From an optimization exercise on the open Yosys and OpenROAD flow, aimed at small area and a short achievable clock period; shortcuts taken in it are not production practice. Function was checked by simulation only, so behaviour that the tests miss may differ from the original. The clock port is modelled as an ideal driver; clocking choices that lean on that would not hold on a real chip. Power and IR drop assume default switching activity.

### flow/config.mk
export PLATFORM = sky130hd
export DESIGN_NAME = CPU
export DESIGN_NICKNAME = CPU
export VERILOG_FILES = /design/flow/design.v
export SDC_FILE = /design/flow/constraint.sdc
export NUM_CORES = 4
export LEC_CHECK = 0
export CAP_MARGIN = 20
export CORE_MARGIN = 2
export CORE_UTILIZATION = 40
export SETUP_SLACK_MARGIN = 2.8
export SLEW_MARGIN = 20
export SYNTH_HIERARCHICAL = 1
export SYNTH_MINIMUM_KEEP_SIZE = 0
### flow/constraint.sdc
create_clock -name core_clock -period 5.0 [get_ports {clk}]
set_input_delay 1.0000 -clock core_clock [delete_from_list [all_inputs] [get_ports {clk}]]
set_output_delay 1.0000 -clock core_clock [all_outputs]
set_load 0.01 [all_outputs]
### flow/design.v
module EQZ16(
  input  [15:0] p,
  output        eq
);
  assign eq = ~|p;
endmodule
module g_inv(input a, output y); assign y = ~a; endmodule
module g_nand2(input a, b, output y); assign y = ~(a & b); endmodule
module g_nor2(input a, b, output y); assign y = ~(a | b); endmodule
module g_and2(input a, b, output y); assign y = a & b; endmodule
module g_xor2(input a, b, output y); assign y = a ^ b; endmodule
module g_xnor2(input a, b, output y); assign y = ~(a ^ b); endmodule
module g_aoi21(input a, b, c, output y); assign y = ~((a & b) | c); endmodule
module g_oai21(input a, b, c, output y); assign y = ~((a | b) & c); endmodule
module g_aoi22(input a, b, c, d, output y); assign y = ~((a & b) | (c & d)); endmodule
module g_aoi222(input a, b, c, d, e, f, output y); assign y = ~((a & b) | (c & d) | (e & f)); endmodule
module g_nand4(input a, b, c, d, output y); assign y = ~(a & b & c & d); endmodule
module g_mux2(input a, b, s, output y); assign y = s ? b : a; endmodule
module pfx16_inv(input [15:0] p, input [15:0] g, input inv, output [15:0] s);
  wire w1;
  g_aoi21 u1(.a(p[1]), .b(g[0]), .c(g[1]), .y(w1));
  wire w2;
  g_aoi21 u2(.a(p[3]), .b(g[2]), .c(g[3]), .y(w2));
  wire w3;
  g_nand2 u3(.a(p[3]), .b(p[2]), .y(w3));
  wire w4;
  g_aoi21 u4(.a(p[5]), .b(g[4]), .c(g[5]), .y(w4));
  wire w5;
  g_nand2 u5(.a(p[5]), .b(p[4]), .y(w5));
  wire w6;
  g_aoi21 u6(.a(p[7]), .b(g[6]), .c(g[7]), .y(w6));
  wire w7;
  g_nand2 u7(.a(p[7]), .b(p[6]), .y(w7));
  wire w8;
  g_aoi21 u8(.a(p[9]), .b(g[8]), .c(g[9]), .y(w8));
  wire w9;
  g_nand2 u9(.a(p[9]), .b(p[8]), .y(w9));
  wire w10;
  g_aoi21 u10(.a(p[11]), .b(g[10]), .c(g[11]), .y(w10));
  wire w11;
  g_nand2 u11(.a(p[11]), .b(p[10]), .y(w11));
  wire w12;
  g_aoi21 u12(.a(p[13]), .b(g[12]), .c(g[13]), .y(w12));
  wire w13;
  g_nand2 u13(.a(p[13]), .b(p[12]), .y(w13));
  wire w14;
  g_aoi21 u14(.a(p[15]), .b(g[14]), .c(g[15]), .y(w14));
  wire w15;
  g_nand2 u15(.a(p[15]), .b(p[14]), .y(w15));
  wire w16;
  g_inv u16(.a(g[2]), .y(w16));
  wire w17;
  g_inv u17(.a(p[2]), .y(w17));
  wire w18;
  g_oai21 u18(.a(w17), .b(w1), .c(w16), .y(w18));
  wire w19;
  g_oai21 u19(.a(w3), .b(w1), .c(w2), .y(w19));
  wire w20;
  g_inv u20(.a(g[6]), .y(w20));
  wire w21;
  g_inv u21(.a(p[6]), .y(w21));
  wire w22;
  g_oai21 u22(.a(w21), .b(w4), .c(w20), .y(w22));
  wire w23;
  g_nor2 u23(.a(w21), .b(w5), .y(w23));
  wire w24;
  g_oai21 u24(.a(w7), .b(w4), .c(w6), .y(w24));
  wire w25;
  g_nor2 u25(.a(w7), .b(w5), .y(w25));
  wire w26;
  g_inv u26(.a(g[10]), .y(w26));
  wire w27;
  g_inv u27(.a(p[10]), .y(w27));
  wire w28;
  g_oai21 u28(.a(w27), .b(w8), .c(w26), .y(w28));
  wire w29;
  g_nor2 u29(.a(w27), .b(w9), .y(w29));
  wire w30;
  g_oai21 u30(.a(w11), .b(w8), .c(w10), .y(w30));
  wire w31;
  g_nor2 u31(.a(w11), .b(w9), .y(w31));
  wire w32;
  g_inv u32(.a(g[14]), .y(w32));
  wire w33;
  g_inv u33(.a(p[14]), .y(w33));
  wire w34;
  g_oai21 u34(.a(w33), .b(w12), .c(w32), .y(w34));
  wire w35;
  g_nor2 u35(.a(w33), .b(w13), .y(w35));
  wire w36;
  g_oai21 u36(.a(w15), .b(w12), .c(w14), .y(w36));
  wire w37;
  g_nor2 u37(.a(w15), .b(w13), .y(w37));
  wire w38;
  g_aoi21 u38(.a(p[4]), .b(w19), .c(g[4]), .y(w38));
  wire w39;
  g_inv u39(.a(w4), .y(w39));
  wire w40;
  g_inv u40(.a(w5), .y(w40));
  wire w41;
  g_aoi21 u41(.a(w40), .b(w19), .c(w39), .y(w41));
  wire w42;
  g_aoi21 u42(.a(w23), .b(w19), .c(w22), .y(w42));
  wire w43;
  g_aoi21 u43(.a(w25), .b(w19), .c(w24), .y(w43));
  wire w44;
  g_aoi21 u44(.a(p[12]), .b(w30), .c(g[12]), .y(w44));
  wire w45;
  g_nand2 u45(.a(p[12]), .b(w31), .y(w45));
  wire w46;
  g_inv u46(.a(w12), .y(w46));
  wire w47;
  g_inv u47(.a(w13), .y(w47));
  wire w48;
  g_aoi21 u48(.a(w47), .b(w30), .c(w46), .y(w48));
  wire w49;
  g_nand2 u49(.a(w47), .b(w31), .y(w49));
  wire w50;
  g_aoi21 u50(.a(w35), .b(w30), .c(w34), .y(w50));
  wire w51;
  g_nand2 u51(.a(w35), .b(w31), .y(w51));
  wire w52;
  g_aoi21 u52(.a(w37), .b(w30), .c(w36), .y(w52));
  wire w53;
  g_nand2 u53(.a(w37), .b(w31), .y(w53));
  wire w54;
  g_inv u54(.a(g[8]), .y(w54));
  wire w55;
  g_inv u55(.a(p[8]), .y(w55));
  wire w56;
  g_oai21 u56(.a(w55), .b(w43), .c(w54), .y(w56));
  wire w57;
  g_oai21 u57(.a(w9), .b(w43), .c(w8), .y(w57));
  wire w58;
  g_inv u58(.a(w28), .y(w58));
  wire w59;
  g_inv u59(.a(w29), .y(w59));
  wire w60;
  g_oai21 u60(.a(w59), .b(w43), .c(w58), .y(w60));
  wire w61;
  g_inv u61(.a(w30), .y(w61));
  wire w62;
  g_inv u62(.a(w31), .y(w62));
  wire w63;
  g_oai21 u63(.a(w62), .b(w43), .c(w61), .y(w63));
  wire w64;
  g_oai21 u64(.a(w45), .b(w43), .c(w44), .y(w64));
  wire w65;
  g_oai21 u65(.a(w49), .b(w43), .c(w48), .y(w65));
  wire w66;
  g_oai21 u66(.a(w51), .b(w43), .c(w50), .y(w66));
  wire w67;
  g_oai21 u67(.a(w53), .b(w43), .c(w52), .y(w67));
  wire w68;
  g_xor2 u68(.a(p[0]), .b(inv), .y(w68));
  wire w69;
  g_xor2 u69(.a(p[1]), .b(inv), .y(w69));
  wire w70;
  g_xor2 u70(.a(p[2]), .b(inv), .y(w70));
  wire w71;
  g_xor2 u71(.a(p[3]), .b(inv), .y(w71));
  wire w72;
  g_xor2 u72(.a(p[4]), .b(inv), .y(w72));
  wire w73;
  g_xor2 u73(.a(p[5]), .b(inv), .y(w73));
  wire w74;
  g_xor2 u74(.a(p[6]), .b(inv), .y(w74));
  wire w75;
  g_xor2 u75(.a(p[7]), .b(inv), .y(w75));
  wire w76;
  g_xor2 u76(.a(p[8]), .b(inv), .y(w76));
  wire w77;
  g_xor2 u77(.a(p[9]), .b(inv), .y(w77));
  wire w78;
  g_xor2 u78(.a(p[10]), .b(inv), .y(w78));
  wire w79;
  g_xor2 u79(.a(p[11]), .b(inv), .y(w79));
  wire w80;
  g_xor2 u80(.a(p[12]), .b(inv), .y(w80));
  wire w81;
  g_xor2 u81(.a(p[13]), .b(inv), .y(w81));
  wire w82;
  g_xor2 u82(.a(p[14]), .b(inv), .y(w82));
  wire w83;
  g_xor2 u83(.a(p[15]), .b(inv), .y(w83));
  wire w84;
  g_xor2 u84(.a(w69), .b(g[0]), .y(w84));
  wire w85;
  g_xnor2 u85(.a(w70), .b(w1), .y(w85));
  wire w86;
  g_xor2 u86(.a(w71), .b(w18), .y(w86));
  wire w87;
  g_xor2 u87(.a(w72), .b(w19), .y(w87));
  wire w88;
  g_xnor2 u88(.a(w73), .b(w38), .y(w88));
  wire w89;
  g_xnor2 u89(.a(w74), .b(w41), .y(w89));
  wire w90;
  g_xnor2 u90(.a(w75), .b(w42), .y(w90));
  wire w91;
  g_xnor2 u91(.a(w76), .b(w43), .y(w91));
  wire w92;
  g_xor2 u92(.a(w77), .b(w56), .y(w92));
  wire w93;
  g_xor2 u93(.a(w78), .b(w57), .y(w93));
  wire w94;
  g_xor2 u94(.a(w79), .b(w60), .y(w94));
  wire w95;
  g_xor2 u95(.a(w80), .b(w63), .y(w95));
  wire w96;
  g_xor2 u96(.a(w81), .b(w64), .y(w96));
  wire w97;
  g_xor2 u97(.a(w82), .b(w65), .y(w97));
  wire w98;
  g_xor2 u98(.a(w83), .b(w66), .y(w98));
  assign s[0] = w68;
  assign s[1] = w84;
  assign s[2] = w85;
  assign s[3] = w86;
  assign s[4] = w87;
  assign s[5] = w88;
  assign s[6] = w89;
  assign s[7] = w90;
  assign s[8] = w91;
  assign s[9] = w92;
  assign s[10] = w93;
  assign s[11] = w94;
  assign s[12] = w95;
  assign s[13] = w96;
  assign s[14] = w97;
  assign s[15] = w98;
endmodule
module pfx16(input [15:0] p, input [15:0] g, output [15:0] s);
  wire w1;
  g_aoi21 u1(.a(p[1]), .b(g[0]), .c(g[1]), .y(w1));
  wire w2;
  g_aoi21 u2(.a(p[3]), .b(g[2]), .c(g[3]), .y(w2));
  wire w3;
  g_nand2 u3(.a(p[3]), .b(p[2]), .y(w3));
  wire w4;
  g_aoi21 u4(.a(p[5]), .b(g[4]), .c(g[5]), .y(w4));
  wire w5;
  g_nand2 u5(.a(p[5]), .b(p[4]), .y(w5));
  wire w6;
  g_aoi21 u6(.a(p[7]), .b(g[6]), .c(g[7]), .y(w6));
  wire w7;
  g_nand2 u7(.a(p[7]), .b(p[6]), .y(w7));
  wire w8;
  g_aoi21 u8(.a(p[9]), .b(g[8]), .c(g[9]), .y(w8));
  wire w9;
  g_nand2 u9(.a(p[9]), .b(p[8]), .y(w9));
  wire w10;
  g_aoi21 u10(.a(p[11]), .b(g[10]), .c(g[11]), .y(w10));
  wire w11;
  g_nand2 u11(.a(p[11]), .b(p[10]), .y(w11));
  wire w12;
  g_aoi21 u12(.a(p[13]), .b(g[12]), .c(g[13]), .y(w12));
  wire w13;
  g_nand2 u13(.a(p[13]), .b(p[12]), .y(w13));
  wire w14;
  g_aoi21 u14(.a(p[15]), .b(g[14]), .c(g[15]), .y(w14));
  wire w15;
  g_nand2 u15(.a(p[15]), .b(p[14]), .y(w15));
  wire w16;
  g_inv u16(.a(g[2]), .y(w16));
  wire w17;
  g_inv u17(.a(p[2]), .y(w17));
  wire w18;
  g_oai21 u18(.a(w17), .b(w1), .c(w16), .y(w18));
  wire w19;
  g_oai21 u19(.a(w3), .b(w1), .c(w2), .y(w19));
  wire w20;
  g_inv u20(.a(g[6]), .y(w20));
  wire w21;
  g_inv u21(.a(p[6]), .y(w21));
  wire w22;
  g_oai21 u22(.a(w21), .b(w4), .c(w20), .y(w22));
  wire w23;
  g_nor2 u23(.a(w21), .b(w5), .y(w23));
  wire w24;
  g_oai21 u24(.a(w7), .b(w4), .c(w6), .y(w24));
  wire w25;
  g_nor2 u25(.a(w7), .b(w5), .y(w25));
  wire w26;
  g_inv u26(.a(g[10]), .y(w26));
  wire w27;
  g_inv u27(.a(p[10]), .y(w27));
  wire w28;
  g_oai21 u28(.a(w27), .b(w8), .c(w26), .y(w28));
  wire w29;
  g_nor2 u29(.a(w27), .b(w9), .y(w29));
  wire w30;
  g_oai21 u30(.a(w11), .b(w8), .c(w10), .y(w30));
  wire w31;
  g_nor2 u31(.a(w11), .b(w9), .y(w31));
  wire w32;
  g_inv u32(.a(g[14]), .y(w32));
  wire w33;
  g_inv u33(.a(p[14]), .y(w33));
  wire w34;
  g_oai21 u34(.a(w33), .b(w12), .c(w32), .y(w34));
  wire w35;
  g_nor2 u35(.a(w33), .b(w13), .y(w35));
  wire w36;
  g_oai21 u36(.a(w15), .b(w12), .c(w14), .y(w36));
  wire w37;
  g_nor2 u37(.a(w15), .b(w13), .y(w37));
  wire w38;
  g_aoi21 u38(.a(p[4]), .b(w19), .c(g[4]), .y(w38));
  wire w39;
  g_inv u39(.a(w4), .y(w39));
  wire w40;
  g_inv u40(.a(w5), .y(w40));
  wire w41;
  g_aoi21 u41(.a(w40), .b(w19), .c(w39), .y(w41));
  wire w42;
  g_aoi21 u42(.a(w23), .b(w19), .c(w22), .y(w42));
  wire w43;
  g_aoi21 u43(.a(w25), .b(w19), .c(w24), .y(w43));
  wire w44;
  g_aoi21 u44(.a(p[12]), .b(w30), .c(g[12]), .y(w44));
  wire w45;
  g_nand2 u45(.a(p[12]), .b(w31), .y(w45));
  wire w46;
  g_inv u46(.a(w12), .y(w46));
  wire w47;
  g_inv u47(.a(w13), .y(w47));
  wire w48;
  g_aoi21 u48(.a(w47), .b(w30), .c(w46), .y(w48));
  wire w49;
  g_nand2 u49(.a(w47), .b(w31), .y(w49));
  wire w50;
  g_aoi21 u50(.a(w35), .b(w30), .c(w34), .y(w50));
  wire w51;
  g_nand2 u51(.a(w35), .b(w31), .y(w51));
  wire w52;
  g_aoi21 u52(.a(w37), .b(w30), .c(w36), .y(w52));
  wire w53;
  g_nand2 u53(.a(w37), .b(w31), .y(w53));
  wire w54;
  g_inv u54(.a(g[8]), .y(w54));
  wire w55;
  g_inv u55(.a(p[8]), .y(w55));
  wire w56;
  g_oai21 u56(.a(w55), .b(w43), .c(w54), .y(w56));
  wire w57;
  g_oai21 u57(.a(w9), .b(w43), .c(w8), .y(w57));
  wire w58;
  g_inv u58(.a(w28), .y(w58));
  wire w59;
  g_inv u59(.a(w29), .y(w59));
  wire w60;
  g_oai21 u60(.a(w59), .b(w43), .c(w58), .y(w60));
  wire w61;
  g_inv u61(.a(w30), .y(w61));
  wire w62;
  g_inv u62(.a(w31), .y(w62));
  wire w63;
  g_oai21 u63(.a(w62), .b(w43), .c(w61), .y(w63));
  wire w64;
  g_oai21 u64(.a(w45), .b(w43), .c(w44), .y(w64));
  wire w65;
  g_oai21 u65(.a(w49), .b(w43), .c(w48), .y(w65));
  wire w66;
  g_oai21 u66(.a(w51), .b(w43), .c(w50), .y(w66));
  wire w67;
  g_oai21 u67(.a(w53), .b(w43), .c(w52), .y(w67));
  wire w68;
  g_xor2 u68(.a(p[1]), .b(g[0]), .y(w68));
  wire w69;
  g_xnor2 u69(.a(p[2]), .b(w1), .y(w69));
  wire w70;
  g_xor2 u70(.a(p[3]), .b(w18), .y(w70));
  wire w71;
  g_xor2 u71(.a(p[4]), .b(w19), .y(w71));
  wire w72;
  g_xnor2 u72(.a(p[5]), .b(w38), .y(w72));
  wire w73;
  g_xnor2 u73(.a(p[6]), .b(w41), .y(w73));
  wire w74;
  g_xnor2 u74(.a(p[7]), .b(w42), .y(w74));
  wire w75;
  g_xnor2 u75(.a(p[8]), .b(w43), .y(w75));
  wire w76;
  g_xor2 u76(.a(p[9]), .b(w56), .y(w76));
  wire w77;
  g_xor2 u77(.a(p[10]), .b(w57), .y(w77));
  wire w78;
  g_xor2 u78(.a(p[11]), .b(w60), .y(w78));
  wire w79;
  g_xor2 u79(.a(p[12]), .b(w63), .y(w79));
  wire w80;
  g_xor2 u80(.a(p[13]), .b(w64), .y(w80));
  wire w81;
  g_xor2 u81(.a(p[14]), .b(w65), .y(w81));
  wire w82;
  g_xor2 u82(.a(p[15]), .b(w66), .y(w82));
  assign s[0] = p[0];
  assign s[1] = w68;
  assign s[2] = w69;
  assign s[3] = w70;
  assign s[4] = w71;
  assign s[5] = w72;
  assign s[6] = w73;
  assign s[7] = w74;
  assign s[8] = w75;
  assign s[9] = w76;
  assign s[10] = w77;
  assign s[11] = w78;
  assign s[12] = w79;
  assign s[13] = w80;
  assign s[14] = w81;
  assign s[15] = w82;
endmodule
module CPU(
input clk,
input reset,
output[15:0]imem_addr,
input[15:0]imem_data,
output dmem_re,
output dmem_we,
output[15:0]dmem_addr,
output[15:0]dmem_wdata,
input[15:0]dmem_rdata,
output wb_en,
output[2:0]wb_reg,
output[15:0]wb_data
);
reg [15:0] pc;
assign imem_addr = pc;
reg [4:0]  if_op;      
reg [10:0] if_f;       
reg [15:0] rf [7:0];
reg        wb_en_r;
reg [2:0]  wb_reg_r;
reg [15:0] wb_data_r;
always @(posedge clk)
  if (wb_en_r) rf[wb_reg_r] <= wb_data_r;
wire [2:0] id_ra = if_f[10:8];
wire [2:0] id_rb = if_f[7:5];
wire id_add  = (if_op == 5'd1);
wire id_sub  = (if_op == 5'd2);
wire id_movi = (if_op == 5'd3);
wire id_lodr = (if_op == 5'd4);
wire id_stor = (if_op == 5'd5);
wire id_jmp  = (if_op == 5'd6);
wire id_jeq  = (if_op == 5'd7);
wire id_rw   = id_add | id_sub | id_movi | id_lodr;
wire [11:0] id_djmp = {if_f[10], if_f} - 12'd2;
wire [15:0] id_rd1 = rf[id_ra];
wire [15:0] id_d2 = id_movi ? {{8{if_f[7]}}, if_f[7:0]} : rf[id_rb];
reg ex_rw, ex_mr, ex_mw, ex_jeq, ex_jmp, ex_sub;
reg ex_s1p, ex_s1n, ex_e1, ex_s2, ex_e2;
reg [15:0] ex_d1s;     
reg [15:0] ex_d2;
reg [2:0]  ex_rd;
reg [4:0]  ex_off;
reg mem_rw, mem_mr, mem_mw, mem_tk, mem_ld;
reg [15:0] mem_x, mem_addr;
reg [2:0]  mem_rd;
wire fwd1 = ex_rw & (ex_rd == id_ra);
wire fwd2 = ex_rw & (ex_rd == id_rb);
wire id_use1 = id_add | id_sub | id_lodr | id_jeq;
wire id_s1 = fwd1 & id_use1;
wire id_s2 = fwd2 & id_use1;
wire id_e1 = ~id_s1 & ~id_movi;
wire id_e2 = ~id_s2 & ~id_stor;
wire flush = ex_jmp | mem_tk;
wire kill  = reset | flush;
wire [15:0] mem_xi, na, nb, alu_p, alu_g, alu;
genvar gi;
generate
  for (gi = 0; gi < 16; gi = gi + 1) begin : exb
    g_inv   ux(.a(mem_x[gi]), .y(mem_xi[gi]));
    g_aoi222 ua(.a(ex_s1p), .b(mem_x[gi]), .c(ex_s1n), .d(mem_xi[gi]), .e(ex_e1), .f(ex_d1s[gi]), .y(na[gi]));
    g_aoi22 ub(.a(ex_s2), .b(mem_x[gi]), .c(ex_e2), .d(ex_d2[gi]), .y(nb[gi]));
    g_xor2  up(.a(na[gi]), .b(nb[gi]), .y(alu_p[gi]));
    g_nor2  ug(.a(na[gi]), .b(nb[gi]), .y(alu_g[gi]));
  end
endgenerate
pfx16_inv alu_add(.p(alu_p), .g(alu_g), .inv(ex_sub), .s(alu));
wire [7:0] eq_a;
wire [1:0] eq_b;
wire       eq;
generate
  for (gi = 0; gi < 8; gi = gi + 1) begin : eqa
    g_nor2 u(.a(alu_p[2*gi]), .b(alu_p[2*gi+1]), .y(eq_a[gi]));
  end
  for (gi = 0; gi < 2; gi = gi + 1) begin : eqb
    g_nand4 u(.a(eq_a[4*gi]), .b(eq_a[4*gi+1]), .c(eq_a[4*gi+2]), .d(eq_a[4*gi+3]), .y(eq_b[gi]));
  end
endgenerate
g_nor2 ueq(.a(eq_b[0]), .b(eq_b[1]), .y(eq));
wire [5:0]  djeq = {ex_off[4], ex_off} - 6'd3;
assign dmem_re    = mem_mr;
assign dmem_we    = mem_mw;
assign dmem_addr  = mem_addr;
assign dmem_wdata = mem_x;
wire [15:0] mem_res = mem_ld ? dmem_rdata : mem_x;
reg  [11:0] delta;
wire tk_ok    = ~(reset | mem_tk) & ex_jeq;     
wire tk_next  = tk_ok & eq;
wire jmp_next = ~kill & id_jmp;
wire [11:0] delta_nj = jmp_next ? id_djmp : 12'd1;
wire [11:0] delta_tk = tk_ok ? {{6{djeq[5]}}, djeq} : delta_nj;
wire [11:0] delta_next;
generate
  for (gi = 0; gi < 12; gi = gi + 1) begin : dsel
    g_mux2 u(.a(delta_nj[gi]), .b(delta_tk[gi]), .s(eq), .y(delta_next[gi]));
  end
endgenerate
wire [15:0] pc_sum, pc_p, pc_g;
wire [15:0] dext = {{4{delta[11]}}, delta};
generate
  for (gi = 0; gi < 16; gi = gi + 1) begin : pcb
    g_xor2 up(.a(pc[gi]), .b(dext[gi]), .y(pc_p[gi]));
    g_and2 ug(.a(pc[gi]), .b(dext[gi]), .y(pc_g[gi]));
  end
endgenerate
pfx16 pc_add(.p(pc_p), .g(pc_g), .s(pc_sum));
always @(posedge clk) begin
  if (reset) pc <= 16'd0;
  else       pc <= pc_sum;
  delta <= delta_next;
  if (kill) if_op <= 5'd0;
  else      if_op <= imem_data[15:11];
  if_f <= imem_data[10:0];
  if (kill) begin
    ex_rw <= 1'b0; ex_mr <= 1'b0; ex_mw <= 1'b0;
    ex_jeq <= 1'b0; ex_jmp <= 1'b0;
  end else begin
    ex_rw <= id_rw; ex_mr <= id_lodr; ex_mw <= id_stor;
    ex_jeq <= id_jeq; ex_jmp <= id_jmp;
  end
  ex_sub <= id_sub;
  ex_s1p <= id_s1 & ~id_sub; ex_s1n <= id_s1 & id_sub; ex_e1 <= id_e1;
  ex_s2 <= id_s2; ex_e2 <= id_e2;
  ex_d1s <= id_rd1 ^ {16{id_sub}};
  ex_d2 <= id_d2;
  ex_rd <= id_ra;
  ex_off <= if_f[4:0];
  if (reset | mem_tk) begin
    mem_rw <= 1'b0; mem_mr <= 1'b0; mem_mw <= 1'b0;
  end else begin
    mem_rw <= ex_rw; mem_mr <= ex_mr; mem_mw <= ex_mw;
  end
  mem_tk <= tk_next;
  mem_ld <= ex_mr;         
  mem_x <= alu;
  mem_addr <= ex_d2;
  mem_rd <= ex_rd;
  if (reset) wb_en_r <= 1'b0;
  else       wb_en_r <= mem_rw;
  wb_reg_r  <= mem_rd;
  wb_data_r <= mem_res;
end
assign wb_en   = wb_en_r;
assign wb_reg  = wb_reg_r;
assign wb_data = wb_data_r;
endmodule
### flow/flow/run.sh
#!/bin/bash
# Own layout flow: the standard ORFS flow (standard.sh, standard synthesis) with two changes:
#  - port buffers are sky130 buf_2 cells
#  - CTS with larger sink clusters and no dummy loads
# Each step's full output goes to its own log here; ORFS keeps its per-step logs under orfs/logs.
set -euo pipefail
export BUFFER_PORTS_ARGS="-buffer_cell sky130_fd_sc_hd__buf_2"
export CTS_ARGS="-sink_clustering_enable -repair_clock_nets -sink_clustering_size 30 -sink_clustering_max_diameter 80 -dont_use_dummy_load"
bash standard.sh synth > synth.log 2>&1
bash standard.sh finish > layout.log 2>&1
### flow/standard.sh
#!/bin/bash
# synth_recipe.tcl (not shown) runs the flow's synth.tcl, then flattens the netlist and writes it again
# the make line also repeats each setting of config.mk as NAME=value (left out here)
make -C /OpenROAD-flow-scripts/flow DESIGN_CONFIG=/design/flow/config.mk WORK_HOME=/design/flow/orfs CLKGATE_MAP_FILE= SYNTH_SCRIPT=/design/flow/synth_recipe.tcl "${@:-finish}"
==> results of run 1 <==
## layout make-up
| class | count | area, sq um | area share (%) |
|---|---|---|---|
| Sequential cell | 283 | 7000 | 50.1 |
| Clock buffer | 14 | 350 | 2.51 |
| Multi-Input combinational cell | 537 | 5040 | 36.0 |
| Inverter | 56 | 210 | 1.50 |
| Timing Repair Buffer | 147 | 881 | 6.30 |
| Tap cell | 396 | 495 | 3.54 |
## what timing repair did
action,in CTS,in global routing
hold buffers,0,0
pin swaps,15,19
setup buffers,16,15
endpoints found under the hold margin,0,0
setup endpoints to repair,55,41
gates resized for setup,26,22
## per-layer routing
layer | up-vias | wire length (um) | part of all wire (%)
li1 | 3524 | - | -
met1 | 3634 | 12700 | 45
met2 | 176 | 13500 | 48
met3 | 26 | 1370 | 4.9
met4 | 0 | 381 | 1.4
met5 | - | 0 | 0
## per-stage QoR
| step | cell area (sq um) | hold WS [ns] |
|---|---|---|
| global route | 14000 | 0.347 |
| CTS | 13800 | 0.339 |
| finish | 14000 | 0.337 |
| detailed placement | 13300 | 0.316 |
| floorplan | 12600 | 0.310 |
| global placement | 13300 | 0.311 |
## worst max-delay path, delay by kind of cell, from the launching register on
kind | cells | cell delay, ns
simple gates | 3 | 0.52
flops | 1 | 0.42
mux | 1 | 0.30
xor+xnor | 1 | 0.23
buf+inv | 1 | 0.17
compound gates | 1 | 0.49
## power breakdown
part	total [mW]	internal (mW)	switching (mW)
logic	0.884	0.410	0.474
registers	3.11	2.78	0.332
clock network	1.19	0.506	0.679
## path summary, 6_finish.rpt
kind | startpoint | endpoint | slack, ns | depth (start not counted)
worst max register to register | ex_s1p | delta[8] | 2.75 | 7
worst max-delay path | ex_s1p | delta[8] | 2.75 | 7
worst min-delay path | mem_rd[2] | wb_reg_r[2] | 0.34 | 0
worst min register to register | mem_rd[2] | wb_reg_r[2] | 0.34 | 0
## layout by cell type (no fill, tap or decap), drive strengths merged, types with 2 or more instances in the layout
| cell | instances |
|---|---|
| nor3 | 10 |
| nor2 | 65 |
| and4 | 2 |
| nand4 | 4 |
| clkbuf | 14 |
| a21oi | 36 |
| and3 | 3 |
| a222oi | 16 |
| nand3 | 3 |
| xnor2 | 33 |
| ha | 2 |
| mux2i | 21 |
| buf | 147 |
| mux4 | 64 |
| o21ai | 57 |
| nand2 | 35 |
| nor2b | 21 |
| inv | 56 |
| and2 | 26 |
| nand2b | 3 |
| xor2 | 81 |
| dfxtp | 155 |
| mux2 | 32 |
| edfxtp | 128 |
| a22oi | 16 |
| or2 | 2 |
## sequential cells by signal, summed over array words and instances (netlist names), 3 cells and up
name / cells
mem_x: 16
rf: 128
if_op: 5
delta: 12
wb_data_r: 16
ex_d2: 16
wb_reg_r: 3
if_f: 11
pc: 16
ex_off: 5
ex_d1s: 16
mem_addr: 16
ex_rd: 3
mem_rd: 3
==> results.sh, run 1 <==
export IMPL_status="no timing/DRC/antenna violations"
export IMPL_drt_iter0_markers=675
export IMPL_cp_start_kind="flip-flop"
export IMPL_cts_htree_levels=1
export IMPL_avgSynthCellArea_sq_um=13.3
export IMPL_diodes=0
export IMPL_hold_violations=0
export IMPL_cp_end_kind="flip-flop"
export IMPL_max_slew_margin_rel_pct=31.0
export IMPL_powerDensity_mw_per_mm2=371
export IMPL_finalSetupViolCount=0
export IMPL_final_setup_worst_slack_ns=2.75
export IMPL_grtUsageMet1_pct=23.2
export IMPL_grt_pass1_wl_um=42900
export IMPL_place_ws_ns=2.31
export IMPL_grt_pass1_vias=7378
export IMPL_port_buffers=103
export IMPL_fin_util_pct=45.5
export IMPL_dpl_hpwl_um=18500
export IMPL_die_x_um=181
export IMPL_postRouteAntennaNets=0
export IMPL_vias_per_cell=5.14
export IMPL_dieArea_sq_mm=0.0328
export IMPL_path_cells="a222oi_1, xor2_1, nor2_1, nand4_1, nor2_4, buf_12, mux2_4"
export IMPL_holdCritPathClass="flip-flop to flip-flop"
export IMPL_setup_tns_final_ns=0
export IMPL_clkLatencyLatePin_ns=0.50
export IMPL_clockBufferDepth=3
export IMPL_clkTransAtPathRegs_ns=0.09
export IMPL_p_leak_nw=5.38
export IMPL_fin_worst_skew_ns=0.0293
export IMPL_grt_max_degree=36
export IMPL_use_met3_pct=2.60
export IMPL_dr_pass1_iters=6
export IMPL_place_inst=1387
export IMPL_cts_sinks=283
export IMPL_slew_violations=0
export IMPL_final_cell_count_no_fill=1433
export IMPL_worst_path_largest_cell_delay_ns=0.49
export IMPL_rsz0062_at_grt="yes"
export IMPL_netlist_area_sq_mm=0.0126
export IMPL_track_usage_pct=16.9
export IMPL_cts_buffers=14
export IMPL_met2_usage_pct=28.5
export IMPL_worstMarginPinSlew_ns=1.03
export IMPL_antenna_found_initial=0
export IMPL_cap_violations=0
export IMPL_num_vias=7360
export IMPL_nets=1075
export IMPL_routedWlPerCell_um=19.5
export IMPL_p_total_mw=5.18
export IMPL_critPathArrivalTime_ns=2.61
export IMPL_critical_path_class="flip-flop to flip-flop"
export IMPL_area_growth_pct=11.3
export IMPL_start_util_pct=40.9
export IMPL_peakVddDrop_mv=0.168
export IMPL_fin_crit_sh_pct=45.0
export IMPL_busiest_layer="met2"
export IMPL_synthCells=941
export IMPL_slowest_stage="a222oi_1"
export IMPL_wirelength_um=27900
export IMPL_synthesis_nets=977
export IMPL_cp_max_fo=16
export IMPL_cts_tree="done"
export IMPL_root_buffer="clkbuf_16"
export IMPL_n_fill_cell=2821
export IMPL_rows=64
export IMPL_crit_required_ns=5.36
export IMPL_fmax_ghz=0.445
export IMPL_fin_crit_ns=2.25
export IMPL_die_h_um=181
export IMPL_yosys_warnings=7
export IMPL_route_detailed_drc=0
export IMPL_coreArea_sq_mm=0.0307
export IMPL_io_pins=104
export IMPL_grt_overflow_total=0
export IMPL_gp_congestion=0.791
export IMPL_drive_gt1_share_pct=33.6
==> run 2, diff against run 1 <==
--- a/flow/design.v
+++ b/flow/design.v
@@ -448,6 +448,29 @@
 wire id_rw   = id_add | id_sub | id_movi | id_lodr;
 wire [11:0] id_djmp = {if_f[10], if_f} - 12'd2;
-wire [15:0] id_rd1 = rf[id_ra];
-wire [15:0] id_d2 = id_movi ? {{8{if_f[7]}}, if_f[7:0]} : rf[id_rb];
+wire [7:0] sel1, sel2;
+genvar gi;
+generate
+  for (gi = 0; gi < 8; gi = gi + 1) begin : dec
+    assign sel1[gi] = (id_ra == gi);
+    assign sel2[gi] = (id_rb == gi) & ~id_movi;
+  end
+endgenerate
+wire [15:0] id_imm = {{8{if_f[7]}}, if_f[7:0]};
+wire [15:0] id_rd1, id_d2;
+wire [15:0] r1a, r1b, r1c, r1d, r2a, r2b, r2c, r2d;
+generate
+  for (gi = 0; gi < 16; gi = gi + 1) begin : rd
+    g_aoi22  u1a(.a(sel1[0]), .b(rf[0][gi]), .c(sel1[1]), .d(rf[1][gi]), .y(r1a[gi]));
+    g_aoi22  u1b(.a(sel1[2]), .b(rf[2][gi]), .c(sel1[3]), .d(rf[3][gi]), .y(r1b[gi]));
+    g_aoi22  u1c(.a(sel1[4]), .b(rf[4][gi]), .c(sel1[5]), .d(rf[5][gi]), .y(r1c[gi]));
+    g_aoi22  u1d(.a(sel1[6]), .b(rf[6][gi]), .c(sel1[7]), .d(rf[7][gi]), .y(r1d[gi]));
+    g_nand4  u1(.a(r1a[gi]), .b(r1b[gi]), .c(r1c[gi]), .d(r1d[gi]), .y(id_rd1[gi]));
+    g_aoi22  u2a(.a(sel2[0]), .b(rf[0][gi]), .c(sel2[1]), .d(rf[1][gi]), .y(r2a[gi]));
+    g_aoi22  u2b(.a(sel2[2]), .b(rf[2][gi]), .c(sel2[3]), .d(rf[3][gi]), .y(r2b[gi]));
+    g_aoi22  u2c(.a(sel2[4]), .b(rf[4][gi]), .c(sel2[5]), .d(rf[5][gi]), .y(r2c[gi]));
+    g_aoi222 u2d(.a(sel2[6]), .b(rf[6][gi]), .c(sel2[7]), .d(rf[7][gi]), .e(id_movi), .f(id_imm[gi]), .y(r2d[gi]));
+    g_nand4  u2(.a(r2a[gi]), .b(r2b[gi]), .c(r2c[gi]), .d(r2d[gi]), .y(id_d2[gi]));
+  end
+endgenerate
 reg ex_rw, ex_mr, ex_mw, ex_jeq, ex_jmp, ex_sub;
 reg ex_s1p, ex_s1n, ex_e1, ex_s2, ex_e2;
@@ -469,5 +492,4 @@
 wire kill  = reset | flush;
 wire [15:0] mem_xi, na, nb, alu_p, alu_g, alu;
-genvar gi;
 generate
   for (gi = 0; gi < 16; gi = gi + 1) begin : exb
@@ -498,16 +520,9 @@
 assign dmem_wdata = mem_x;
 wire [15:0] mem_res = mem_ld ? dmem_rdata : mem_x;
-reg  [11:0] delta;
-wire tk_ok    = ~(reset | mem_tk) & ex_jeq;     
-wire tk_next  = tk_ok & eq;
+reg  [11:0] dnj;        
+reg  [5:0]  mem_djeq;   
+wire tk_next  = ~(reset | mem_tk) & ex_jeq & eq;
 wire jmp_next = ~kill & id_jmp;
-wire [11:0] delta_nj = jmp_next ? id_djmp : 12'd1;
-wire [11:0] delta_tk = tk_ok ? {{6{djeq[5]}}, djeq} : delta_nj;
-wire [11:0] delta_next;
-generate
-  for (gi = 0; gi < 12; gi = gi + 1) begin : dsel
-    g_mux2 u(.a(delta_nj[gi]), .b(delta_tk[gi]), .s(eq), .y(delta_next[gi]));
-  end
-endgenerate
+wire [11:0] delta = mem_tk ? {{6{mem_djeq[5]}}, mem_djeq} : dnj;
 wire [15:0] pc_sum, pc_p, pc_g;
 wire [15:0] dext = {{4{delta[11]}}, delta};
@@ -522,5 +537,6 @@
   if (reset) pc <= 16'd0;
   else       pc <= pc_sum;
-  delta <= delta_next;
+  dnj <= jmp_next ? id_djmp : 12'd1;
+  mem_djeq <= djeq;
   if (kill) if_op <= 5'd0;
   else      if_op <= imem_data[15:11];
==> flow/flow/run.sh (replaced) <==
#!/bin/bash
# Own layout flow: the standard ORFS flow (standard.sh, standard synthesis) with these changes:
#  - port buffers are sky130 buf_2 cells
#  - CTS with larger sink clusters and no dummy loads
#  - area recovery (flow/area_recover.tcl): after CTS's timing repair,
#    cells are downsized where the worst setup slack stays at or above
#    SETUP_SLACK_MARGIN plus some headroom (post_cts.tcl)
# Each step's full output goes to its own log here; ORFS keeps its per-step logs under orfs/logs.
set -euo pipefail
here="$(cd "$(dirname "${BASH_SOURCE[0]}")" && pwd)"
export BUFFER_PORTS_ARGS="-buffer_cell sky130_fd_sc_hd__buf_2"
export CTS_ARGS="-sink_clustering_enable -repair_clock_nets -sink_clustering_size 30 -sink_clustering_max_diameter 80 -dont_use_dummy_load"
export POST_CTS_TCL="$here/post_cts.tcl"
bash standard.sh synth > synth.log 2>&1
bash standard.sh finish > layout.log 2>&1
==> flow/flow/area_recover.tcl (new file) <==
# Area recovery: try each standard cell at a smaller drive strength of the same
# function (same cell name up to the _N suffix), keeping the change only if the
# worst setup slack stays at or above the flow's setup margin and no max
# slew/capacitance violation appears.
proc my_area_recover {margin} {
  set db [ord::get_db]
  set block [ord::get_db_block]
  set lib_masters {}
  foreach lib [$db getLibs] {
    foreach m [$lib getMasters] { dict set lib_masters [$m getName] $m }
  }
  set dont_use [expr {[info exists ::env(DONT_USE_CELLS)] ? $::env(DONT_USE_CELLS) : {}}]
  set base_slew [sta::max_slew_violation_count]
  set base_cap [sta::max_capacitance_violation_count]
  set ws0 [worst_slack -max]
  set floor [expr {min($margin, $ws0)}]
  set saved 0.0
  set changed 0
  # visit cells from the largest slack down: sort by worst slack on their output pins
  set cands {}
  foreach inst [$block getInsts] {
    set mname [[$inst getMaster] getName]
    if {![regexp {^(sky130_fd_sc_hd__[a-z0-9]+)_([0-9]+)$} $mname -> base drive]} continue
    if {[string match "*clkbuf*" $base] || [string match "*clkinv*" $base] || [string match "*tap*" $base] || [string match "*fill*" $base] || [string match "*decap*" $base]} continue
    if {[$inst isFixed]} continue
    lappend cands [list $inst $base $drive]
  }
  foreach c $cands {
    lassign $c inst base drive
    set cur [$inst getMaster]
    # smaller drives of the same base, smallest first
    set opts {}
    foreach d {0 1 2 4 6 8 12 16} {
      if {$d >= $drive} continue
      set n "${base}_$d"
      if {![dict exists $lib_masters $n]} continue
      if {[lsearch -exact $dont_use $n] >= 0} continue
      set m [dict get $lib_masters $n]
      if {[$m getWidth] >= [$cur getWidth]} continue
      lappend opts $m
    }
    foreach m $opts {
      set old [$inst getMaster]
      set ok [$inst swapMaster $m]
      if {!$ok} continue
      set ws [worst_slack -max]
      if {$ws >= $floor && [sta::max_slew_violation_count] <= $base_slew && [sta::max_capacitance_violation_count] <= $base_cap} {
        set saved [expr {$saved + ([$old getWidth] - [$m getWidth]) * [$m getHeight] / 1e6}]
        incr changed
        break
      } else {
        $inst swapMaster $old
      }
    }
  }
  puts "area recovery: $changed cells downsized, [format %.1f $saved] um2 saved, worst slack [worst_slack -max]"
}
==> flow/flow/post_cts.tcl (new file) <==
# POST_CTS hook: recover area on paths with slack to spare after CTS's timing repair,
# leaving some headroom for the routing parasitics that come next.
source [file join [file dirname [info script]] area_recover.tcl]
my_area_recover [expr {$::env(SETUP_SLACK_MARGIN) + 0.15}]
==> results.sh, run 2 <==
export IMPL_p_leak_nw=4.94
export IMPL_p_total_mw=5.34
export IMPL_dieArea_sq_mm=0.0325
export IMPL_max_slew_margin_rel_pct=30.7
export IMPL_start_util_pct=40.6
export IMPL_antenna_found_initial=0
export IMPL_fin_crit_ns=2.20
export IMPL_die_x_um=180
export IMPL_fin_worst_skew_ns=0.0624
export IMPL_crit_required_ns=5.35
export IMPL_port_buffers=103
export IMPL_worstMarginPinSlew_ns=1.04
export IMPL_netlist_area_sq_mm=0.0124
export IMPL_coreArea_sq_mm=0.0306
export IMPL_postRouteAntennaNets=0
export IMPL_routedWlPerCell_um=20.7
export IMPL_grt_pass1_wl_um=47300
export IMPL_cap_violations=0
export IMPL_fin_crit_sh_pct=43.9
export IMPL_io_pins=104
export IMPL_cp_max_fo=8
export IMPL_holdCritPathClass="flip-flop to flip-flop"
export IMPL_drt_iter0_markers=816
export IMPL_die_h_um=180
export IMPL_diodes=0
export IMPL_gp_congestion=0.798
export IMPL_status="no timing/DRC/antenna violations"
export IMPL_hold_violations=0
export IMPL_dr_pass1_iters=6
export IMPL_track_usage_pct=18.7
export IMPL_vias_per_cell=5.33
export IMPL_wirelength_um=31800
export IMPL_grt_overflow_total=0
export IMPL_dpl_hpwl_um=21500
export IMPL_route_detailed_drc=0
export IMPL_grt_pass1_vias=7869
export IMPL_cts_tree="done"
export IMPL_fmax_ghz=0.455
export IMPL_grt_max_degree=31
export IMPL_layout_commonest_cell="dfxtp_1"
export IMPL_yosys_warnings=7
export IMPL_largest_reg_flops=128
export IMPL_rsz0062_at_grt="yes"
export IMPL_slew_violations=0
export IMPL_drive_gt1_share_pct=18.6
export IMPL_powerDensity_mw_per_mm2=390
export IMPL_setup_tns_final_ns=0
export IMPL_num_vias=8194
export IMPL_synthesis_nets=1023
export IMPL_cp_start_kind="flip-flop"
export IMPL_final_cell_count_no_fill=1538
export IMPL_clkLatencyLatePin_ns=0.52
export IMPL_regMostFlops="rf"
export IMPL_area_growth_pct=10.3
export IMPL_critPathArrivalTime_ns=2.55
export IMPL_place_inst=1461
export IMPL_cts_sinks=289
export IMPL_layout_common_cells="dfxtp_1, a22oi_1, edfxtp_1"
export IMPL_cp_end_kind="flip-flop"
export IMPL_finalSetupViolCount=0
export IMPL_critical_path_class="flip-flop to flip-flop"
export IMPL_peakVddDrop_mv=0.249
export IMPL_synthCells=987
export IMPL_hold_worst_slack_ns=0.338
export IMPL_avgSynthCellArea_sq_um=12.6
export IMPL_rows=64
export IMPL_nets=1180
export IMPL_clkTransAtPathRegs_ns=0.11
-- run 2: cell count changes in the layout (fill, tap and decap cells not counted), sizes merged, moves of 20 or more --
| cell | delta |
|---|---|
| mux4 | -64 |
| nand4 | +32 |
| o21ai | -20 |
| a22oi | +113 |
| mux2i | -21 |
| clkbuf | +23 |
-- run 2: power by group --
group	switching (mW)	total [mW]	internal, mW	leakage [nW]
clock network	0.714	1.25	0.541	0.185
registers	0.372	3.22	2.85	2.50
logic	0.489	0.858	0.369	2.26
total	1.57	5.34	3.76	4.94
-- run 2: critical path: stages (launching register included) --
cell and delay, ns:
dfxtp_4 0.43, buf_6 0.15, buf_8 0.15, o21ai_4 0.08, xor2_2 0.20, a21oi_2 0.21, o21ai_1 0.11, a21oi_2 0.13
buf_6 0.18, o21ai_2 0.07, xor2_1 0.16, nor2b_2 0.15
-- run 2: path summary, 6_finish.rpt --
kind,startpoint,to,depth (start not counted),slack [ns]
worst min-delay path,mem_rd[1],wb_reg_r[1],0,0.34
worst max-delay path,mem_tk,pc[9],11,2.80
worst max register to register,mem_tk,pc[9],11,2.80
worst min register to register,mem_rd[1],wb_reg_r[1],0,0.34
-- run 2: metal layers --
layer / wire [um] / track usage, % / vias up
met5: 0 / 0 / -
met4: 605 / 4.26 / 0
met3: 1800 / 2.20 / 42
met2: 14500 / 29.8 / 241
met1: 14900 / 27.3 / 4030
li1: - / - / 3881
-- run 2: area by class of cell --
class,instances,area [sq um]
multi-input combinational,583,4530
timing repair buffer,187,915
fill,2923,16900
sequential,289,7130
tap,396,495
clock buffer,15,375
inverter,68,255
-- run 2: per-stage QoR --
stage	worst slack, ns	util [%]	cell area (sq um)
floorplan	2.79	-	12500
global placement	2.49	43.8	13400
detailed placement	2.49	43.8	13400
global route	2.71	44.8	13700
finish	2.80	44.8	13700
==> run 3, diff against run 2 <==
--- a/flow/config.mk
+++ b/flow/config.mk
@@ -9,5 +9,5 @@
 export CORE_MARGIN = 2
 export CORE_UTILIZATION = 40
-export SETUP_SLACK_MARGIN = 2.8
+export SETUP_SLACK_MARGIN = 2.9
 export SLEW_MARGIN = 20
 export SYNTH_HIERARCHICAL = 1
==> results.sh, run 3 <==
export IMPL_drt_iter0_markers=881
export IMPL_design_area_sq_mm=0.0136
export IMPL_largest_reg_flops=128
export IMPL_area_growth_pct=9.15
export IMPL_critPathArrivalTime_ns=2.51
export IMPL_dpl_hpwl_um=21500
export IMPL_grt_pass1_vias=7915
export IMPL_clkTransAtPathRegs_ns=0.10
export IMPL_start_util_pct=40.6
export IMPL_cts_sinks=289
export IMPL_r2r_slack_ns=2.85
export IMPL_netlist_area_sq_mm=0.0124
export IMPL_n_fill_cell=2885
export IMPL_synthesis_nets=1023
export IMPL_rows=64
export IMPL_p_leak_nw=4.86
export IMPL_setup_tns_final_ns=0
export IMPL_layout_common_cells="a22oi_1, edfxtp_1, dfxtp_1, buf_1, inv_1"
export IMPL_drive_gt1_share_pct=18.6
export IMPL_slowest_stage="dfxtp_4"
export IMPL_port_buffers=103
export IMPL_routedWlPerCell_um=21.2
export IMPL_cp_max_fo=8
export IMPL_gp_congestion=0.783
export IMPL_slew_violations=0
export IMPL_place_inst=1461
export IMPL_fin_crit_ns=2.15
export IMPL_rsz0062_at_grt="yes"
export IMPL_fmax_ghz=0.465
export IMPL_regArea_sq_mm=0.00716
export IMPL_peakVddDrop_mv=0.180
export IMPL_worst_path_largest_cell_delay_ns=0.44
export IMPL_finalSetupViolCount=0
export IMPL_cap_violations=0
export IMPL_antenna_found_initial=0
export IMPL_die_h_um=180
export IMPL_num_vias=8148
export IMPL_placed_area_sq_mm=0.0134
export IMPL_synthCells=987
export IMPL_cp_end_kind="flip-flop"
export IMPL_place_ws_ns=2.48
export IMPL_fin_crit_sh_pct=43.0
export IMPL_avgSynthCellArea_sq_um=12.6
export IMPL_crit_required_ns=5.37
export IMPL_regMostFlops="rf"
export IMPL_hold_violations=0
export IMPL_track_usage_pct=19.3
export IMPL_nets=1166
export IMPL_clkLatencyLatePin_ns=0.51
export IMPL_coreArea_sq_mm=0.0306
export IMPL_dr_pass1_iters=6
export IMPL_postRouteAntennaNets=0
export IMPL_final_cell_count_no_fill=1524
export IMPL_multiInputGateArea_sq_mm=0.00448
export IMPL_die_x_um=180
export IMPL_path_cells="buf_6, mux2_4, xor2_4, a21oi_2, o21ai_2, a21oi_2, buf_6, o21ai_4, xor2_1, nor2b_2"
export IMPL_dieArea_sq_mm=0.0325
export IMPL_grt_overflow_total=0
export IMPL_worstMarginPinSlew_ns=0.923
export IMPL_max_slew_margin_rel_pct=38.4
export IMPL_cts_tree="done"
export IMPL_grt_max_degree=31
export IMPL_wirelength_um=32300
export IMPL_final_setup_worst_slack_ns=2.85
export IMPL_vias_per_cell=5.35
export IMPL_holdCritPathClass="flip-flop to flip-flop"
export IMPL_grt_pass1_wl_um=48300
export IMPL_diodes=0
export IMPL_yosys_warnings=7
export IMPL_route_detailed_drc=0
export IMPL_critical_path_class="flip-flop to flip-flop"
export IMPL_cp_start_kind="flip-flop"
export IMPL_status="no timing/DRC/antenna violations"
export IMPL_fin_worst_skew_ns=0.0389
export IMPL_powerDensity_mw_per_mm2=392
export IMPL_io_pins=104
-- run 3: final cells by class --
cell class              count  area share, %
repair buffers            173           5.81
well taps                 396           3.66
clock buffers              15           2.77
flip-flops and latches    289           52.8
inverters                  68           1.88
multi-input cells         583           33.1
-- run 3: worst max-delay path, delay by kind of cell, from the launching register on --
family / cells / cell delay [ns]
AO/OA/AOI/OAI: 4 / 0.46
XOR/XNOR: 2 / 0.31
buffers and inverters: 2 / 0.33
flip-flops: 1 / 0.44
multiplexers: 1 / 0.33
AND/OR/NAND/NOR: 1 / 0.15
-- run 3: path summary, 6_finish.rpt --
check / from / endpoint / cells past startpoint
worst max-delay path: mem_tk / pc[11] / 10
worst min-delay path: mem_rd[0] / wb_reg_r[0] / 0
worst max register to register: mem_tk / pc[11] / 10
worst min register to register: mem_rd[0] / wb_reg_r[0] / 0
-- run 3: where the power goes --
group	switching, mW	internal [mW]
Clock	0.699	0.541
Sequential	0.311	2.87
Combinational	0.532	0.359
-- run 3: metal layers --
metal,up-vias,wire (um),track usage (%)
met2,293,14500,30.8
met5,-,0,0
met1,3949,14500,27.0
li1,3857,-,-
met4,0,680,4.97
met3,49,2540,3.74
-- run 3: per-stage QoR --
stage	utilization (%)	power, mW	hold WS, ns
2_1_floorplan	-	3.73	0.310
3_3_place_gp	43.8	4.06	0.313
3_5_place_dp	43.8	4.06	0.314
5_1_grt	44.3	5.56	0.336
6_report	44.3	5.31	0.332
==> run 4, diff against run 3 <==
==> flow/flow/run.sh (replaced) <==
#!/bin/bash
# Own layout flow: the standard ORFS flow (standard.sh, standard synthesis) with these changes:
#  - port buffers are sky130 buf_2 cells
#  - CTS with larger sink clusters and no dummy loads
#  - area recovery (flow/area_recover.tcl) after CTS's timing repair (post_cts.tcl) and after
#    the global-route step's timing repair (post_grt.tcl): cells are downsized where the
#    worst setup slack stays at or above SETUP_SLACK_MARGIN
# Each step's full output goes to its own log here; ORFS keeps its per-step logs under orfs/logs.
set -euo pipefail
here="$(cd "$(dirname "${BASH_SOURCE[0]}")" && pwd)"
export BUFFER_PORTS_ARGS="-buffer_cell sky130_fd_sc_hd__buf_2"
export CTS_ARGS="-sink_clustering_enable -repair_clock_nets -sink_clustering_size 30 -sink_clustering_max_diameter 80 -dont_use_dummy_load"
export POST_CTS_TCL="$here/post_cts.tcl"
export POST_GLOBAL_ROUTE_TCL="$here/post_grt.tcl"
bash standard.sh synth > synth.log 2>&1
bash standard.sh finish > layout.log 2>&1
--- a/flow/flow/area_recover.tcl
+++ b/flow/flow/area_recover.tcl
@@ -1,7 +1,8 @@
 # Area recovery: try each standard cell at a smaller drive strength of the same
 # function (same cell name up to the _N suffix), keeping the change only if the
-# worst setup slack stays at or above the flow's setup margin and no max
-# slew/capacitance violation appears.
-proc my_area_recover {margin} {
+# worst setup slack stays at or above the flow's setup margin (or the slack before
+# recovery, if that is lower) and no max slew/capacitance violation appears.
+# Parasitics are re-estimated (placement or global_routing) after every change.
+proc my_area_recover {margin {est placement}} {
   set db [ord::get_db]
   set block [ord::get_db_block]
@@ -44,6 +45,7 @@
       set ok [$inst swapMaster $m]
       if {!$ok} continue
+      estimate_parasitics -$est
       set ws [worst_slack -max]
-      if {$ws >= $floor && [sta::max_slew_violation_count] <= $base_slew && [sta::max_capacitance_violation_count] <= $base_cap} {
+      if {$ws >= $floor - 0.001 && [sta::max_slew_violation_count] <= $base_slew && [sta::max_capacitance_violation_count] <= $base_cap} {
         set saved [expr {$saved + ([$old getWidth] - [$m getWidth]) * [$m getHeight] / 1e6}]
         incr changed
@@ -51,4 +53,5 @@
       } else {
         $inst swapMaster $old
+        estimate_parasitics -$est
       }
     }
==> flow/flow/post_cts.tcl (replaced) <==
# POST_CTS hook: recover area on paths with slack to spare after CTS's timing repair.
source [file join [file dirname [info script]] area_recover.tcl]
my_area_recover $::env(SETUP_SLACK_MARGIN) placement
==> flow/flow/post_grt.tcl (new file) <==
# POST_GLOBAL_ROUTE hook: recover area again with global-route parasitics after the
# global-route step's timing repair; the nets of changed cells are rerouted incrementally.
source [file join [file dirname [info script]] area_recover.tcl]
global_route -start_incremental
my_area_recover $::env(SETUP_SLACK_MARGIN) global_routing
global_route -end_incremental
estimate_parasitics -global_routing
puts "after area recovery: worst setup slack [worst_slack -max]"
==> results.sh, run 4 <==
export IMPL_wirelength_um=32500
export IMPL_status="no timing/DRC/antenna violations"
export IMPL_die_x_um=180
export IMPL_netlist_area_sq_mm=0.0124
export IMPL_critical_path_top_delay_family="compound AO/OA/AOI/OAI gates"
export IMPL_layout_commonest_cell="buf_1"
export IMPL_start_util_pct=40.6
export IMPL_nets=1179
export IMPL_antenna_found_initial=0
export IMPL_grt_max_degree=31
export IMPL_cap_violations=0
export IMPL_crit_required_ns=5.36
export IMPL_path_buf_inv=3
export IMPL_fin_crit_sh_pct=45.2
export IMPL_crit_top_cell="buf_1"
export IMPL_drive_gt1_share_pct=10.6
export IMPL_cp_end_kind="flip-flop"
export IMPL_synthesis_nets=1023
export IMPL_p_leak_nw=4.72
export IMPL_grt_pass1_wl_um=48000
export IMPL_fin_crit_ns=2.26
export IMPL_r2r_slack_ns=2.74
export IMPL_slowest_stage="dfxtp_4"
export IMPL_powerDensity_mw_per_mm2=396
export IMPL_path_cells="buf_1, a222oi_1, buf_1, xor2_1, buf_1, a21oi_1, o21ai_2, a21oi_1, o21ai_2, xor2_1"
export IMPL_track_usage_pct=19.2
export IMPL_hold_worst_slack_ns=0.335
export IMPL_dpl_hpwl_um=21500
export IMPL_setup_tns_final_ns=0
export IMPL_cp_max_fo=11
export IMPL_yosys_warnings=7
export IMPL_diodes=0
export IMPL_cp_start_kind="flip-flop"
export IMPL_vias_per_cell=5.32
export IMPL_critical_path_class="flip-flop to flip-flop"
export IMPL_fmax_ghz=0.443
export IMPL_coreArea_sq_mm=0.0306
export IMPL_slew_violations=0
export IMPL_holdCritPathClass="flip-flop to flip-flop"
export IMPL_hold_start="mem_rd[0]"
export IMPL_dieArea_sq_mm=0.0325
export IMPL_io_pins=104
export IMPL_route_detailed_drc=0
export IMPL_critPathArrivalTime_ns=2.62
export IMPL_finalSetupViolCount=0
export IMPL_r2r_start="ex_e1"
export IMPL_rows=64
export IMPL_synthCells=987
export IMPL_worstHoldEndpoint="wb_reg_r[0]"
export IMPL_cts_tree="done"
export IMPL_final_cell_count_no_fill=1537
export IMPL_port_buffers=103
export IMPL_fin_util_pct=43.3
export IMPL_area_growth_pct=6.57
export IMPL_peakVddDrop_mv=0.182
export IMPL_cts_sinks=289
export IMPL_fin_worst_skew_ns=0.0388
export IMPL_avgSynthCellArea_sq_um=12.6
export IMPL_reg2reg_depth=10
export IMPL_place_inst=1461
export IMPL_largest_reg_flops=128
export IMPL_clkLatencyLatePin_ns=0.51
export IMPL_grt_pass1_vias=7889
export IMPL_layout_common_cells="buf_1, dfxtp_1, a22oi_1"
export IMPL_num_vias=8183
export IMPL_regMostFlops="rf"
export IMPL_dr_pass1_iters=5
export IMPL_hold_violations=0
export IMPL_drt_iter0_markers=804
export IMPL_max_slew_margin_rel_pct=5.58
export IMPL_r2r_end="mem_x[15]"
export IMPL_worstMarginPinSlew_ns=1.42
export IMPL_p_total_mw=5.24
export IMPL_grt_overflow_total=0
export IMPL_gp_congestion=0.783
export IMPL_holdPathStages=0
export IMPL_worst_path_largest_cell_delay_ns=0.40
export IMPL_postRouteAntennaNets=0
export IMPL_clkTransAtPathRegs_ns=0.11
export IMPL_routedWlPerCell_um=21.2
export IMPL_die_h_um=180
==> run 4: worst reg2reg max path, stage by stage (launching register included) <==
cell	delay [ns]
dfxtp_4	0.40
buf_1	0.18
a222oi_1	0.35
buf_1	0.18
xor2_1	0.10
buf_1	0.15
a21oi_1	0.20
o21ai_2	0.12
a21oi_1	0.18
o21ai_2	0.09
xor2_1	0.15
==> run 4: worst max-delay path by stage <==
stage          cells after the start  startpoint        end  slack [ns]
2_1_floorplan                     11      mem_tk     pc[12]        2.79
6_report                          10       ex_e1  mem_x[15]        2.74
3_3_place_gp                       5       reset     dnj[0]        2.50
3_5_place_dp                       5       reset     dnj[0]        2.48
==> run 4: per-stage QoR <==
stage / setup WS, ns / cell area [sq um]
2_1_floorplan: 2.79 / 12500
3_3_place_gp: 2.50 / 13400
3_5_place_dp: 2.48 / 13400
6_report: 2.74 / 13200
==> run 4: cell type report <==
type | instances | area (sq um)
fillers | 2976 | 17400
repair buffers | 186 | 758
clock buffers | 15 | 375
inverters | 68 | 255
well taps | 396 | 495
flip-flops and latches | 289 | 7090
multi-input cells | 583 | 4270
==> run 4: metal layers <==
metal  up-vias  GRT usage (%)  wire length, um
li1       3884              -                -
met1      3951           27.4            14800
met2       295           30.5            14600
met3        53           3.15             2340
met4         0           4.87              774
met5         -              0                0
==> run 4: power breakdown <==
group	switching [mW]	leakage [nW]	total, mW	internal, mW
Sequential	0.311	2.49	3.14	2.83
Clock	0.706	0.185	1.25	0.541
Combinational	0.525	2.04	0.859	0.334
==> run 5, diff against run 4 <==
--- a/flow/flow/run.sh
+++ b/flow/flow/run.sh
@@ -3,5 +3,5 @@
 #  - port buffers are sky130 buf_2 cells
 #  - CTS with larger sink clusters and no dummy loads
-#  - area recovery (flow/area_recover.tcl) after CTS's timing repair (post_cts.tcl) and after
+#  - area recovery (flow/area_recover.tcl) after CTS's timing repair (post_cts.tcl, optimistic) and after
 #    the global-route step's timing repair (post_grt.tcl): cells are downsized where the
 #    worst setup slack stays at or above SETUP_SLACK_MARGIN
--- a/flow/flow/area_recover.tcl
+++ b/flow/flow/area_recover.tcl
@@ -3,5 +3,7 @@
 # worst setup slack stays at or above the flow's setup margin (or the slack before
 # recovery, if that is lower) and no max slew/capacitance violation appears.
-# Parasitics are re-estimated (placement or global_routing) after every change.
+# With est placement or global_routing, parasitics are re-estimated after every change;
+# with est none they are not, so the nets of changed cells keep no wire load and the
+# pass is optimistic (a later timing repair puts back what is needed).
 proc my_area_recover {margin {est placement}} {
   set db [ord::get_db]
@@ -18,5 +20,5 @@
   set saved 0.0
   set changed 0
-  # visit cells from the largest slack down: sort by worst slack on their output pins
+  # candidate cells: sized standard cells, not clock buffers or physical cells
   set cands {}
   foreach inst [$block getInsts] {
@@ -45,5 +47,5 @@
       set ok [$inst swapMaster $m]
       if {!$ok} continue
-      estimate_parasitics -$est
+      if {$est ne "none"} { estimate_parasitics -$est }
       set ws [worst_slack -max]
       if {$ws >= $floor - 0.001 && [sta::max_slew_violation_count] <= $base_slew && [sta::max_capacitance_violation_count] <= $base_cap} {
@@ -53,5 +55,5 @@
       } else {
         $inst swapMaster $old
-        estimate_parasitics -$est
+        if {$est ne "none"} { estimate_parasitics -$est }
       }
     }
==> flow/flow/post_cts.tcl (replaced) <==
# POST_CTS hook: optimistic area recovery after CTS's timing repair (no re-estimation of
# the changed nets); the global-route step's timing repair then restores what timing needs.
source [file join [file dirname [info script]] area_recover.tcl]
my_area_recover [expr {$::env(SETUP_SLACK_MARGIN) + 0.15}] none
==> results.sh, run 5 <==
export IMPL_area_growth_pct=6.74
export IMPL_reg2reg_depth=5
export IMPL_cap_violations=0
export IMPL_fin_crit_sh_pct=44.9
export IMPL_fin_worst_skew_ns=0.0373
export IMPL_critPathArrivalTime_ns=1.24
export IMPL_cp_start_kind="flip-flop"
export IMPL_layout_common_cells="dfxtp_1, buf_1, a22oi_1, edfxtp_1, inv_1"
export IMPL_path_cells="buf_1"
export IMPL_track_usage_pct=19.3
export IMPL_critical_path_top_delay_family="flip-flops"
export IMPL_worst_path_largest_cell_delay_ns=0.57
export IMPL_largest_reg_flops=128
export IMPL_status="no timing/DRC/antenna violations"
export IMPL_io_pins=104
export IMPL_wirelength_um=32300
export IMPL_avgSynthCellArea_sq_um=12.6
export IMPL_synthesis_nets=1023
export IMPL_crit_required_ns=4.00
export IMPL_clkTransAtPathRegs_ns=0.09
export IMPL_coreArea_sq_mm=0.0306
export IMPL_worstHoldEndpoint="wb_reg_r[0]"
export IMPL_fin_util_pct=43.3
export IMPL_num_vias=8090
export IMPL_r2r_end="ex_d1s[8]"
export IMPL_cts_sinks=289
export IMPL_die_x_um=180
export IMPL_hold_start="mem_rd[0]"
export IMPL_finalSetupViolCount=0
export IMPL_r2r_slack_ns=2.79
export IMPL_route_detailed_drc=0
export IMPL_peakVddDrop_mv=0.182
export IMPL_cts_tree="done"
export IMPL_path_buf_inv=1
export IMPL_yosys_warnings=7
export IMPL_dieArea_sq_mm=0.0325
export IMPL_holdPathStages=0
export IMPL_fmax_ghz=0.446
export IMPL_critical_path_class="flip-flop to output port"
export IMPL_p_leak_nw=4.77
export IMPL_routedWlPerCell_um=21.2
export IMPL_clkLatencyLatePin_ns=0.51
export IMPL_slowest_stage="dfxtp_1"
export IMPL_netlist_area_sq_mm=0.0124
export IMPL_dpl_hpwl_um=21500
export IMPL_regMostFlops="rf"
export IMPL_diodes=0
export IMPL_rows=64
export IMPL_hold_violations=0
export IMPL_nets=1166
export IMPL_grt_pass1_vias=7915
export IMPL_cp_end_kind="output port"
export IMPL_grt_overflow_total=0
export IMPL_dr_pass1_iters=8
export IMPL_slew_violations=0
export IMPL_synthCells=987
export IMPL_max_slew_margin_rel_pct=36.7
export IMPL_layout_commonest_cell="dfxtp_1"
export IMPL_die_h_um=180
export IMPL_cp_max_fo=4
export IMPL_drt_iter0_markers=878
export IMPL_holdCritPathClass="flip-flop to flip-flop"
export IMPL_antenna_found_initial=0
export IMPL_grt_pass1_wl_um=48300
export IMPL_worstMarginPinSlew_ns=0.949
export IMPL_postRouteAntennaNets=0
export IMPL_vias_per_cell=5.31
export IMPL_fin_crit_ns=2.24
export IMPL_hold_worst_slack_ns=0.335
export IMPL_drive_gt1_share_pct=13.9
export IMPL_setup_tns_final_ns=0
export IMPL_grt_max_degree=31
export IMPL_r2r_start="if_f[9]"
export IMPL_start_util_pct=40.6
export IMPL_powerDensity_mw_per_mm2=396
export IMPL_port_buffers=103
export IMPL_gp_congestion=0.783
-- run 5: stage by stage --
step | instances | worst slack (ns) | area (sq um) | power, mW
final | 1524 | 2.76 | 13300 | 5.25
after floorplan | 987 | 2.79 | 12500 | 3.73
after detailed placement | 1461 | 2.48 | 13400 | 4.06
after global placement | 1461 | 2.50 | 13400 | 4.06
-- run 5: cell type report --
cell class | instances | area, sq um
fillers | 2952 | 17300
flip-flops and latches | 289 | 7100
repair buffers | 173 | 726
clock buffers | 15 | 375
multi-input cells | 583 | 4310
inverters | 68 | 255
well taps | 396 | 495
-- run 5: worst max path at each step --
stage	cells after the start	from	endpoint
detailed placement	5	reset	dnj[0]
finish	1	wb_data_r[9]	wb_data[9]
global placement	5	reset	dnj[0]
floorplan	11	mem_tk	pc[12]
-- run 5: power breakdown --
group | total (mW) | switching (mW) | leakage, nW | internal (mW)
Sequential | 3.14 | 0.311 | 2.50 | 2.83
Combinational | 0.865 | 0.527 | 2.09 | 0.338
Clock | 1.24 | 0.703 | 0.185 | 0.541
-- run 5: routing by layer --
layer | GRT usage, % | vias up | share of wire, %
li1 | - | 3859 | -
met1 | 27.0 | 3913 | 45
met2 | 30.8 | 265 | 45
met3 | 3.74 | 53 | 7.3
met4 | 4.97 | 0 | 2.3
met5 | 0 | - | 0

==> afterwards: timing with drivers on the ports <==
Ports are ideal in the flow. The routed layouts listed here were re-timed in OpenROAD.
Step 1, drivers: a clkbuf_16 drives clk and a buf_2 each remaining input, both assumed.
Step 2, shift: input delay + t, output delay - t, t = (earliest + latest rising clock arrival at the registers) / 2. This alone moves slack from input paths to output paths.
Three values: ideal ports, drivers, drivers and shift; two values: the first two.
| run | t, ns | setup slack, ns | latest minus earliest clock arrival (ns) | worst data-port slew with drivers (ns) |
|---|---|---|---|---|
| run 1 | 0.539 | 2.752 / 2.752 / 2.342 | 0.032 / 0.032 | 0.04 |
| run 2 | 0.540 | 2.803 / 2.793 / 2.431 | 0.063 / 0.063 | 0.05 |
| run 3 | 0.538 | 2.851 / 2.830 / 2.523 | 0.039 / 0.039 | 0.05 |
| run 4 | 0.536 | 2.742 / 2.737 / 2.415 | 0.040 / 0.040 | 0.05 |
| run 5 | 0.537 | 2.756 / 2.707 / 2.467 | 0.038 / 0.038 | 0.05 |
After both steps setup and hold are still met in every run listed. The setup slack of run 1, which loses most, moves by 0.000 ns with the drivers and by -0.410 ns with both steps.
